From an optimization exercise on the open Yosys and OpenROAD flow, aimed at small area; shortcuts taken in it are not production practice. Function was not checked in any run shown here: the RTL went through the layout flow alone. The clock port is modelled as an ideal driver; clocking choices that lean on that would not hold on a real chip.

==> flow/design.v, too long to show whole: its modules and the start of the top module <==
// module bldc_fa: 4 lines
// module bldc_bone: 3 lines
// module bldc_btwo: 3 lines
// module bldc_bsel: 3 lines
// module bldc_bselp: 3 lines
// module bldc_kmux: 3 lines
// module bldc_esc: 1385 lines
module bldc_esc #(parameter DATA_WIDTH = 16, parameter debounce = 3)(
  input clk,
  input reset,
  input pwm_en,
  input encoder_a,
  input encoder_b,
  input [DATA_WIDTH-1:0] pwm_period,
  input [DATA_WIDTH-1:0] period_reference,
  input [DATA_WIDTH-1:0] Kp_ext,
  input [DATA_WIDTH-1:0] Ki_ext,
  input [DATA_WIDTH-1:0] Kd_ext,
  input override_internal_pid,
  output reg motor_positive,
  output reg motor_negative
);
  // ...
==> flow/flow/run.sh <==
#!/bin/bash
# Layout flow: the standard flow (standard.sh, standard synthesis
# unchanged) with these layout changes:
#  - the input and output port buffers use the smallest plain buffer,
#    sky130_fd_sc_hd__buf_1 (every port still gets its own buffer);
#  - clock tree synthesis adds no dummy loads and builds the tree from
#    clkbuf_8 under a clkbuf_16 root; after it, flow/fixclk.tcl swaps any
#    leaf buffer that drives more than 15 pins for a clkbuf_16 and
#    legalizes the placement again.
# Each tool's output goes to a log of its own in this folder (orfs_cts.log,
# fixclk.log, orfs_finish.log); each ORFS step also keeps its log under
# orfs/logs/.
set -euo pipefail
here=$(pwd)
args=("BUFFER_PORTS_ARGS=-buffer_cell sky130_fd_sc_hd__buf_1"
      "CTS_ARGS=-sink_clustering_enable -repair_clock_nets -dont_use_dummy_load -buf_list sky130_fd_sc_hd__clkbuf_8 -root_buf sky130_fd_sc_hd__clkbuf_16")
bash standard.sh "${args[@]}" cts > "$here/orfs_cts.log" 2>&1
RES="$here/orfs/results/$FLOW_PLATFORM/bldc_esc/base" openroad -no_init -exit "$here/flow/fixclk.tcl" > "$here/fixclk.log" 2>&1
bash standard.sh "${args[@]}" finish > "$here/orfs_finish.log" 2>&1
==> flow/flow/fixclk.tcl <==
# After clock tree synthesis: a leaf clock buffer (clkbuf_8) that drives
# more than 15 pins is swapped for clkbuf_16, so that the slew at its flip-flop
# clock pins stays low; the placement is then legalized again.
set res $::env(RES)
read_db $res/4_cts.odb
set db [ord::get_db]
set block [[$db getChip] getBlock]
set m16 [$db findMaster sky130_fd_sc_hd__clkbuf_16]
set swapped 0
foreach inst [$block getInsts] {
  if {[[$inst getMaster] getName] ne "sky130_fd_sc_hd__clkbuf_8"} { continue }
  set n 0
  foreach it [$inst getITerms] {
    if {[$it isOutputSignal] && [$it getNet] ne "NULL"} {
      set n [expr {[llength [[$it getNet] getITerms]] - 1}]
    }
  }
  if {$n > 15} {
    puts "fixclk: [$inst getName] drives $n pins: clkbuf_16"
    $inst swapMaster $m16
    incr swapped
  }
}
puts "fixclk: swapped $swapped"
detailed_placement
check_placement -verbose
write_db $res/4_cts.odb
==> flow/standard.sh <==
#!/bin/bash
# synth_recipe.tcl (not shown) runs the flow's synth.tcl, then flattens the netlist and writes it again
# the make line also repeats each setting of config.mk as NAME=value (left out here)
make -C /OpenROAD-flow-scripts/flow DESIGN_CONFIG=/design/flow/config.mk WORK_HOME=/design/flow/orfs CLKGATE_MAP_FILE= SYNTH_SCRIPT=/design/flow/synth_recipe.tcl "${@:-finish}"
==> flow/config.mk <==
export PLATFORM = sky130hd
export DESIGN_NAME = bldc_esc
export DESIGN_NICKNAME = bldc_esc
export VERILOG_FILES = /design/flow/design.v
export SDC_FILE = /design/flow/constraint.sdc
export NUM_CORES = 4
export LEC_CHECK = 0
export CAP_MARGIN = 20
export CORE_MARGIN = 2
export CORE_UTILIZATION = 70
export PLACE_DENSITY = 0.8
export SLEW_MARGIN = 20
export SYNTH_HIERARCHICAL = 1
==> flow/constraint.sdc <==
create_clock -name core_clock -period 8.0 [get_ports {clk}]
set_input_delay 1.6000 -clock core_clock [delete_from_list [all_inputs] [get_ports {clk}]]
set_output_delay 1.6000 -clock core_clock [all_outputs]
set_load 0.01 [all_outputs]
==> reports/qor.txt, run 1 <==
status -> finished clean
critical path depth in cells -> 21
largest family of logic cells by synthesized area -> adder cells
multi-input combinational cell area -> 10,600 um^2
Final WS setup -> 0.229 ns
Arr. time, crit path -> 8.09 ns
Fin Hold WS -> 0.382 ns
via count -> 11.9k
Final Hold Viols -> 0
CP delay by family, top -> adder cells
top sig layer -> met4
Buf/Inv on CP -> 1
diode count -> 0
Clock transition at path regs -> 0.12 ns
most frequent cells in the layout -> fa_1, o22ai_1, xor2_1
Rows -> 55
worst hold start -> encoder_a_shift_reg[0]$_DFF_PP0_
pre-CTS setup slack -> 0.0534 ns
GR Overflow Total -> 0
critical path's largest stage delay -> 0.57 ns
Final period util -> 0.971
Die Area -> 23,800 um^2
Seq. cell area -> 4830 um^2
FFs w/ async S/R, synth -> 1.00
post-CTS resize count -> 0
core area -> 22,400 um^2
FF+latch count -> 190
Placer Congestion -> 1.06
Worst Setup EP -> pid_msb_late$_DFF_PP0_
final WL -> 45.1 mm
Cell variety after synth -> 53
fraction of area in multi-input gates -> 0.615
==> run 2: changes to the inputs <==
--- a/flow/design.v
+++ b/flow/design.v
@@ -9,19 +9,16 @@
   assign two_n = ~(one_n & (b2 ^ b1));
 endmodule
 module bldc_bsel (input one_n, input two_n, input a1, input a0, output sel);
   assign sel = ~((one_n | a1) & (two_n | a0));
 endmodule
 module bldc_bselp (input one_n, input two_n, input a1, input a0, output sel);
   assign sel = (~one_n & a1) | (~two_n & a0);
 endmodule
-module bldc_kmux (input s, input s_n, input a, input b, output y);
-  assign y = (s & a) | (s_n & b);
-endmodule
 module bldc_esc #(parameter DATA_WIDTH = 16, parameter debounce = 3)(
   input clk,
   input reset,
   input pwm_en,
   input encoder_a,
   input encoder_b,
   input [DATA_WIDTH-1:0] pwm_period,
   input [DATA_WIDTH-1:0] period_reference,
@@ -43,16 +40,17 @@
   reg [15:0] Kp;
   reg [15:0] Ki_n;
   reg [15:0] Kd;
   reg [15:0] error_n;
   reg [11:0] integral_n;
   reg [15:0] derivative_n;
   reg [15:0] pid_output;
   reg pid_msb_late;
+  reg pid_b14;
   reg [15:0] previous_error;
   reg [2:0] encoder_a_shift_reg;
   reg encoder_a_reg;
   reg [2:0] encoder_b_shift_reg;
   reg encoder_b_reg;
   wire one_n0, two_n0;
   assign one_n0 = ~Kp[0];
   bldc_btwo f0 (.b2(Kp[1]), .b1(Kp[0]), .one_n(one_n0), .two_n(two_n0));
@@ -1213,62 +1211,60 @@
   wire p1297, p101297;
   bldc_fa u1297 (.a(p1285), .b(p1288), .c(p101227), .s(p1297), .co(p101297));
   wire p1300, p101300;
   bldc_fa u1300 (.a(p1291), .b(p101230), .c(p1294), .s(p1300), .co(p101300));
   wire p1303, p101303;
   bldc_fa u1303 (.a(p101233), .b(p1297), .c(p1300), .s(p1303), .co(p101303));
   wire p1306, p101306;
   bldc_fa u1306 (.a(p101236), .b(p1303), .c(p101239), .s(p1306), .co(p101306));
-  wire p1309 = p1243 ^ p1306;
-  wire p1310 = p1243 & p1306;
-  wire p1314 = p101306 ^ p1310;
-  wire p1316 = p47 ^ p91;
-  wire p1318 = p129 ^ p161;
-  wire p1320 = p187 ^ p207;
-  wire p1322 = p221 ^ p229;
-  wire p1324 = p279 ^ p323;
-  wire p1326 = p361 ^ p393;
-  wire p1328 = p419 ^ p439;
-  wire p1330 = p453 ^ p461;
-  wire p1332 = p512 ^ p557;
-  wire p1334 = p596 ^ p629;
-  wire p1336 = p656 ^ p677;
-  wire p1338 = p1316 ^ p1318;
-  wire p1340 = p1320 ^ p1322;
-  wire p1342 = p1324 ^ p1326;
-  wire p1344 = p1328 ^ p1330;
-  wire p1346 = p1332 ^ p1334;
-  wire p1348 = p1336 ^ p101246;
-  wire p1350 = p101249 ^ p101252;
-  wire p1352 = p101255 ^ p101258;
-  wire p1354 = p101261 ^ p101264;
-  wire p1356 = p101267 ^ p1338;
-  wire p1358 = p1340 ^ p1342;
-  wire p1360 = p1344 ^ p1346;
-  wire p1362 = p1348 ^ p1350;
-  wire p1364 = p1352 ^ p1354;
-  wire p1366 = p1356 ^ p1358;
-  wire p1368 = p1360 ^ p101270;
-  wire p1370 = p101273 ^ p1362;
-  wire p1372 = p1364 ^ p101276;
-  wire p1374 = p101279 ^ p1366;
-  wire p1376 = p1368 ^ p1370;
-  wire p1378 = p1372 ^ p1374;
-  wire p1380 = p101282 ^ p101285;
-  wire p1382 = p101288 ^ p1376;
-  wire p1384 = p1378 ^ p1380;
-  wire p1386 = p1382 ^ p101291;
-  wire p1388 = p1384 ^ p101294;
-  wire p1390 = p1386 ^ p1388;
-  wire p1392 = p101297 ^ p1390;
-  wire p1394 = p101300 ^ p1392;
-  wire p1396 = p1394 ^ p101303;
-  wire pid_msb_late_next = p1314;
-  wire [15:0] pid_next = {p1396, p1309, p1242, p1181, p1120, p1065, p1010, p964, p918, p881, p844, p816, p788, p769, p750, p740};
+  wire p1310 = p101303 ^ p101306;
+  wire p1312 = p47 ^ p91;
+  wire p1314 = p129 ^ p161;
+  wire p1316 = p187 ^ p207;
+  wire p1318 = p221 ^ p229;
+  wire p1320 = p279 ^ p323;
+  wire p1322 = p361 ^ p393;
+  wire p1324 = p419 ^ p439;
+  wire p1326 = p453 ^ p461;
+  wire p1328 = p512 ^ p557;
+  wire p1330 = p596 ^ p629;
+  wire p1332 = p656 ^ p677;
+  wire p1334 = p1312 ^ p1314;
+  wire p1336 = p1316 ^ p1318;
+  wire p1338 = p1320 ^ p1322;
+  wire p1340 = p1324 ^ p1326;
+  wire p1342 = p1328 ^ p1330;
+  wire p1344 = p1332 ^ p101246;
+  wire p1346 = p101249 ^ p101252;
+  wire p1348 = p101255 ^ p101258;
+  wire p1350 = p101261 ^ p101264;
+  wire p1352 = p101267 ^ p1334;
+  wire p1354 = p1336 ^ p1338;
+  wire p1356 = p1340 ^ p1342;
+  wire p1358 = p1344 ^ p1346;
+  wire p1360 = p1348 ^ p1350;
+  wire p1362 = p1352 ^ p1354;
+  wire p1364 = p1356 ^ p101270;
+  wire p1366 = p101273 ^ p1358;
+  wire p1368 = p1360 ^ p101276;
+  wire p1370 = p101279 ^ p1362;
+  wire p1372 = p1364 ^ p1366;
+  wire p1374 = p1368 ^ p1370;
+  wire p1376 = p101282 ^ p101285;
+  wire p1378 = p101288 ^ p1372;
+  wire p1380 = p1374 ^ p1376;
+  wire p1382 = p1378 ^ p101291;
+  wire p1384 = p1380 ^ p101294;
+  wire p1386 = p1382 ^ p1384;
+  wire p1388 = p101297 ^ p1386;
+  wire p1390 = p101300 ^ p1388;
+  wire pid_msb_late_next = p1310;
+  wire pid_b14_next = p1306;
+  wire [15:0] pid_next = {p1390, p1243, p1242, p1181, p1120, p1065, p1010, p964, p918, p881, p844, p816, p788, p769, p750, p740};
   function lt16(input [15:0] a, input [15:0] b);
     integer i;
     reg c;
     begin
       c = 1'b0;
       for (i = 0; i < 16; i = i + 1)
         c = (~a[i] & b[i]) | (~a[i] & c) | (b[i] & c);
       lt16 = c;
@@ -1299,29 +1295,21 @@
   wire signed [5:0] int_v = {error_n[15], error_n[15:11]};
   wire signed [5:0] int_s = {5'd0, integral_n[11]};
   wire int_c = int_lo11[11];
   wire signed [5:0] int_u = int_v - int_s;
   wire int_hi = (int_u >= 6'sd1) | ((int_u == 6'sd0) & int_c);
   wire int_lo = (int_u <= -6'sd3) | ((int_u == -6'sd2) & ~int_c);
   wire int_b11 = ((int_u == -6'sd1) & ~int_c) | ((int_u == -6'sd2) & int_c);
   wire [11:0] int_next_n = int_hi ? 12'h7ff : int_lo ? 12'h800 : {int_b11, int_lo11[10:0]};
-  wire [15:0] pid = {pid_output[15] ^ pid_msb_late, pid_output[14:0]};
+  wire [15:0] pid = {pid_output[15] ^ pid_msb_late ^ (pid_output[14] & pid_b14),
+                     pid_output[14] ^ pid_b14, pid_output[13:0]};
   wire pid_le0 = pid[15] | (pid == 16'd0);
   wire pid_gt = lt16(pwm_period, pid);
   wire [15:0] duty_next = pid_le0 ? pwm_period : pid_gt ? 16'd1 : pid;
-  wire ovr_n = ~override_internal_pid;
-  wire [15:0] Kp_next, Kd_next;
-  genvar gi;
-  generate
-    for (gi = 0; gi < 16; gi = gi + 1) begin : kload
-      bldc_kmux kp (.s(override_internal_pid), .s_n(ovr_n), .a(Kp_ext[gi]), .b(Kp[gi]), .y(Kp_next[gi]));
-      bldc_kmux kd (.s(override_internal_pid), .s_n(ovr_n), .a(Kd_ext[gi]), .b(Kd[gi]), .y(Kd_next[gi]));
-    end
-  endgenerate
   wire a_stable = (encoder_a_shift_reg == 3'b000) | (encoder_a_shift_reg == 3'b111);
   wire b_stable = (encoder_b_shift_reg == 3'b000) | (encoder_b_shift_reg == 3'b111);
   always @(posedge clk or posedge reset) begin
     if (reset) begin
       integral_n <= 12'hfff;
       pwm_counter <= 16'd0;
       encoder_state <= 2'b0;
       prev_encoder_state <= 2'b0;
@@ -1332,30 +1320,32 @@
       Ki_n <= 16'hffff;
       Kd <= 16'd0;
       speed_ctr <= 8'd0;
       previous_error <= 16'd0;
       error_n <= 16'hffff;
       period_speed <= 8'd0;
       pid_output <= 16'd0;
       pid_msb_late <= 1'b0;
+      pid_b14 <= 1'b0;
       derivative_n <= 16'hffff;
       pwm_duty_cycle <= 16'd0;
       motor_pwm <= 1'b0;
       encoder_a_shift_reg <= 3'b0;
       encoder_a_reg <= 1'b0;
       encoder_b_shift_reg <= 3'b0;
       encoder_b_reg <= 1'b0;
     end else begin
       encoder_a_shift_reg <= {encoder_a_shift_reg[1:0], encoder_a};
       if (a_stable) encoder_a_reg <= encoder_a_shift_reg[0];
       encoder_b_shift_reg <= {encoder_b_shift_reg[1:0], encoder_b};
       if (b_stable) encoder_b_reg <= encoder_b_shift_reg[0];
       pid_output <= pid_next;
       pid_msb_late <= pid_msb_late_next;
+      pid_b14 <= pid_b14_next;
       pwm_duty_cycle <= duty_next;
       derivative_n <= der_sum[15:0];
       integral_n <= int_next_n;
       previous_error <= ~error_n;
       error_n <= err_sum[15:0];
       motor_pwm <= lt16(pwm_counter, pwm_duty_cycle) & pwm_en;
       if (pwm_counter == pwm_period) pwm_counter <= 16'd0;
       else pwm_counter <= inc16(pwm_counter);
@@ -1385,19 +1375,21 @@
             motor_negative <= 1'b0;
           end
           default: begin
             motor_positive <= 1'b0;
             motor_negative <= 1'b0;
           end
         endcase
       end
-      Kp <= Kp_next;
-      Kd <= Kd_next;
-      if (override_internal_pid) Ki_n <= ~Ki_ext;
+      if (override_internal_pid) begin
+        Kp <= Kp_ext;
+        Ki_n <= ~Ki_ext;
+        Kd <= Kd_ext;
+      end
       if ((!prev_encoder_state[0] && encoder_a_reg) || speed_ctr == 8'hff) begin
         period_speed <= speed_ctr;
         speed_ctr <= 8'd0;
       end else begin
         speed_ctr <= inc8(speed_ctr);
       end
     end
   end
==> run 2 against run 1 <==
Synthesized cell count increased by 1.2%. Core utilization shrank 0.37 points. First-iteration DRC count shrank 3.2%. Hold slack better by 0.0039 ns.
==> reports/qor.txt, run 2 <==
largest family of logic cells by synthesized area -> adder cells (unchanged)
CTS tree -> built (unchanged)
cell area after synthesis -> 16,100 um^2 (was 15,800 um^2)
min Tclk post-route -> 7.72 ns (was 7.77 ns)
design area -> 17,200 um^2 (about the same)
gr usage total -> 0.365 (was 0.396)
Worst R2R Path Depth -> 20 (was 21)
CP max-delay cell -> dfstp_2 (unchanged)
Synth Area in Adders -> 0.296 (was 0.299)
Arr. time, crit path -> 8.02 ns (was 8.09 ns)
Die Ht -> 156 um (was 154 um)
dpl hpwl -> 33.5 mm (was 35.2 mm)
Buf/Inv on CP -> 0 (was 1)
xor/xnor share of the synthesized area -> 0.171 (was 0.174)
setup_tns -> 0 ns (unchanged)
kind of critical path -> register to register (unchanged)
first-pass GRT wire length -> 65.0 mm (was 70.0 mm)
proportion of layout cells with a drive suffix above 1 -> 0.121 (was 0.113)
normalized max-slew margin -> 0.452 (was 0.289)
TritonRoute pass-1 iters -> 7 (was 6)
Max Cap Viol -> 0 (unchanged)
sequential area share after synthesis -> 0.302 (was 0.305)
GR Overflow Total -> 0 (unchanged)
most common cell in the netlist -> fa_1 (unchanged)
synth cell count leaders -> fa_1, o22ai_1, xor2_1 (unchanged)
H-tree Lvls -> 4 (unchanged)
Gate Count Post-Synth -> 1,387 (was 1,370)
post-synthesis mux area share -> 0.0352 (was 0.00427)
Layout Nets -> 1,827 (was 1,837)
Post-DRT Antenna Nets -> 0 (unchanged)
Final period util -> 0.965 (was 0.971)
CP cell instances -> xor2_1, nand2_1, o22ai_1, xor2_1, fa_1, fa_1, fa_1, fa_1, fa_1, fa_1, fa_1, fa_1, fa_1, fa_1, fa_1, fa_1, fa_1, fa_1, fa_1, xor2_1 (was xor2_1, nand2_1, buf_4, o22ai_1, xor2_1, fa_1, fa_1, fa_1, fa_1, fa_1, fa_1, fa_1, fa_2, fa_2, fa_1, fa_1, fa_1, fa_1, fa_1, ha_1, xor2_1)
CTS buffer count -> 17 (unchanged)
die width -> 156 um (was 154 um)
Placed Cells -> 1,755 (was 1,764)
DRC Markers -> 0 (unchanged)
Top Ports -> 88 (unchanged)
ys flop type -> dfrtp_1 (unchanged)
maximum clock path buffer count -> 2 (unchanged)
insertion delay to the later sink of the worst-skew pair -> 0.41 ns (was 0.42 ns)
CP required -> 8.30 ns (was 8.32 ns)
Final Hold Viols -> 0 (unchanged)
syn nets -> 1,725 (was 1,708)
initial antenna violation count -> 0 (unchanged)
CP dominant cell by count -> fa_1 (unchanged)
FILL cells -> 1,555 (was 1,560)
Hold WC Path Type -> register to register (unchanged)
most frequent cells in the layout -> fa_1, o22ai_1, xor2_1 (unchanged)
IO Port Bufs -> 87 (unchanged)
Yosys reg bits -> 191 (was 190)
final cell count without fillers -> 1,772 (was 1,782)
Synth Warn # -> 7 (unchanged)
CTS Sinks -> 191 (was 190)
crit path launch type -> register (unchanged)
initial core utilization -> 0.712 (was 0.705)
Fmax -> 130 MHz (was 129 MHz)
Synth Area per Inst -> 11.6 um^2 (about the same)
hold path cells -> 0 (unchanged)
Die Area -> 24,200 um^2 (was 23,800 um^2)
CP endpoint kind -> register (unchanged)
CTS Root Cell -> clkbuf_16 (unchanged)
largest net degree at the start of global routing -> 111 (was 113)
dpl cell area -> 16,900 um^2 (was 16,800 um^2)
Final Skew -> 0.0413 ns (was 0.0485 ns)
diode count -> 0 (unchanged)
Hold-fix buffers, CTS -> 0 (unchanged)
vias in the first global route -> 11.5k (was 11.8k)
Fin Hold WS -> 0.386 ns (was 0.382 ns)
setup violators final -> 0 (unchanged)
FFs w/ async S/R, synth -> 1.00 (unchanged)
WL/cell -> 23.8 um (was 25.3 um)
via count -> 11.4k (was 11.9k)
commonest non-fill, non-tap cell in the layout -> fa_1 (unchanged)
number of synthesized flops with an enable pin -> 0 (unchanged)
Clock transition at path regs -> 0.10 ns (was 0.12 ns)
core area -> 22,600 um^2 (was 22,400 um^2)
Placer Congestion -> 1.03 (was 1.06)
worst hold start -> encoder_b_shift_reg[0]$_DFF_PP0_ (was encoder_a_shift_reg[0]$_DFF_PP0_)
final WL -> 42.3 mm (was 45.1 mm)
Cell variety after synth -> 54 (was 53)
Synth Area in Compound Gates -> 0.111 (was 0.144)
Synth area leaders -> fa_1, dfrtp_1, dfstp_2 (unchanged)
FF-to-FF Start -> Kp[0]$_DFFE_PP1P_ (was Kp[0]$_DFF_PP1_)
CP startpoint -> Kp[0]$_DFFE_PP1P_ (was Kp[0]$_DFF_PP1_)
area grow syn2layout -> 6.95% (was 8.44%)
Worst-Margin Slew -> 0.819 ns (was 1.07 ns)
top cell type's share of synthesized area -> 0.255 (was 0.259)
Simple-Gate Fraction of Synth Area -> 0.0499 (was 0.0421)
CP Max Fanout -> 3 (was 13)
Via-to-Cell Ratio -> 6.41 (was 6.65)
critical path's largest stage delay -> 0.56 ns (was 0.57 ns)
DR iter-0 viols -> 1,353 (was 1,398)
Yosys top cell by area -> fa_1 (unchanged)
Rows -> 55 (unchanged)
CP delay by family, top -> adder cells (unchanged)
status -> finished clean (unchanged)
critical path depth in cells -> 20 (was 21)
final slew viol count -> 0 (unchanged)
run 2: cell types whose count changed after synthesis, sizes merged, moves of 8 or more:
cell / before / now
a21o: 13 / 1
a22o: 32 / 1
a22oi: 18 / 2
inv: 83 / 93
mux2: 6 / 36
mux2i: 0 / 16
nand2: 50 / 72
o21ai: 28 / 16
o31ai: 13 / 2
o41ai: 0 / 8
run 2: path summary, 6_finish.rpt:
check                                                   endpoint  slack (ns)
worst max-delay path                      pid_msb_late$_DFF_PP0_        0.28
worst min-delay path            encoder_b_shift_reg[1]$_DFF_PP0_        0.39
worst max register to register            pid_msb_late$_DFF_PP0_        0.28
worst min register to register  encoder_b_shift_reg[1]$_DFF_PP0_        0.39
max in group asynchronous                      Kd[0]$_DFFE_PP0P_        5.41
min in group asynchronous       encoder_b_shift_reg[2]$_DFF_PP0_        1.36
run 2: cells by family after synthesis:
logic type / Yosys count
buffers and inverters: 138
AO/OA/AOI/OAI: 261
XOR/XNOR: 314
flip-flops: 191
multiplexers: 52
AND/OR/NAND/NOR: 173
adder cells (fa/ha/maj): 258
run 2: worst reg2reg max path, delay by kind of cell, from the launching register on:
kind                       cells  cell delay [ns]
and+or+nand+nor                1             0.11
AOI/OAI and AO/OA              1             0.17
adders and majority gates     15             6.22
DFF                            1             0.56
xor gates and xnor gates       3             0.56
run 2: per-stage QoR:
| stage | util | worst slack [ns] |
|---|---|---|
| after floorplan | - | 0.0170 |
| after global placement | 0.747 | 0.397 |
| after detailed placement | 0.747 | 0.273 |
| after CTS | 0.758 | 0.258 |
| after global routing | 0.761 | -0.000392 |
| final | 0.761 | 0.279 |
run 2: cell type report:
class / count / area (um^2) / area share
multi-input cells: 1058 / 10700 / 0.622
flip-flops and latches: 191 / 4860 / 0.283
repair buffers: 128 / 643 / 0.0374
inverters: 93 / 357 / 0.0208
well taps: 285 / 357 / 0.0208
clock buffers: 17 / 290 / 0.0169
run 2: per-module statistics from Yosys, one instance, submodules excluded:
module / flip-flops and latches / cells / copies in the design / area (um^2)
bldc_btwo: 0 / 2 / 22 / 12.5
bldc_bsel: 0 / 1 / 188 / 6.26
bldc_bone: 0 / 1 / 19 / 8.76
bldc_fa: 0 / 1 / 205 / 20.0
bldc_esc: 191 / 931 / 1 / 10300
run 2: what timing repair did:
item	in CTS	in global routing
setup buffers	0	0
setup endpoints to repair	0	1
resized for setup	0	5
run 2: layer usage:
metal / vias up / global-route usage / share of wire
li1: 4932 / - / -
met1: 5712 / 0.503 / 0.40
met2: 617 / 0.580 / 0.47
met3: 96 / 0.0763 / 0.092
met4: 0 / 0.134 / 0.039
met5: - / 0 / 0

afterwards: timing with drivers on the ports:
How much do the figures lean on ideal ports? The routed layouts below were timed once more, with nothing changed but the port constraints. Step 1 assumes that a clkbuf_16 drives the clock port and a buf_2 every other input. Step 2 moves the port delays by t, midway between the first and last clock arrival at a register: inputs arrive t later, outputs are due t later. That takes back most of the time a late clock gives input paths. Slacks: ideal / step 1 / step 2; pairs: ideal / step 1.
| run | t, ns | slack for setup (ns) | cell pins on the clock port's net |
|---|---|---|---|
| run 1 | 0.448 | 0.229 / 0.229 / 0.229 | 1 |
| run 2 | 0.439 | 0.279 / 0.279 / 0.279 | 1 |
After both steps setup and hold are still met in every run listed.
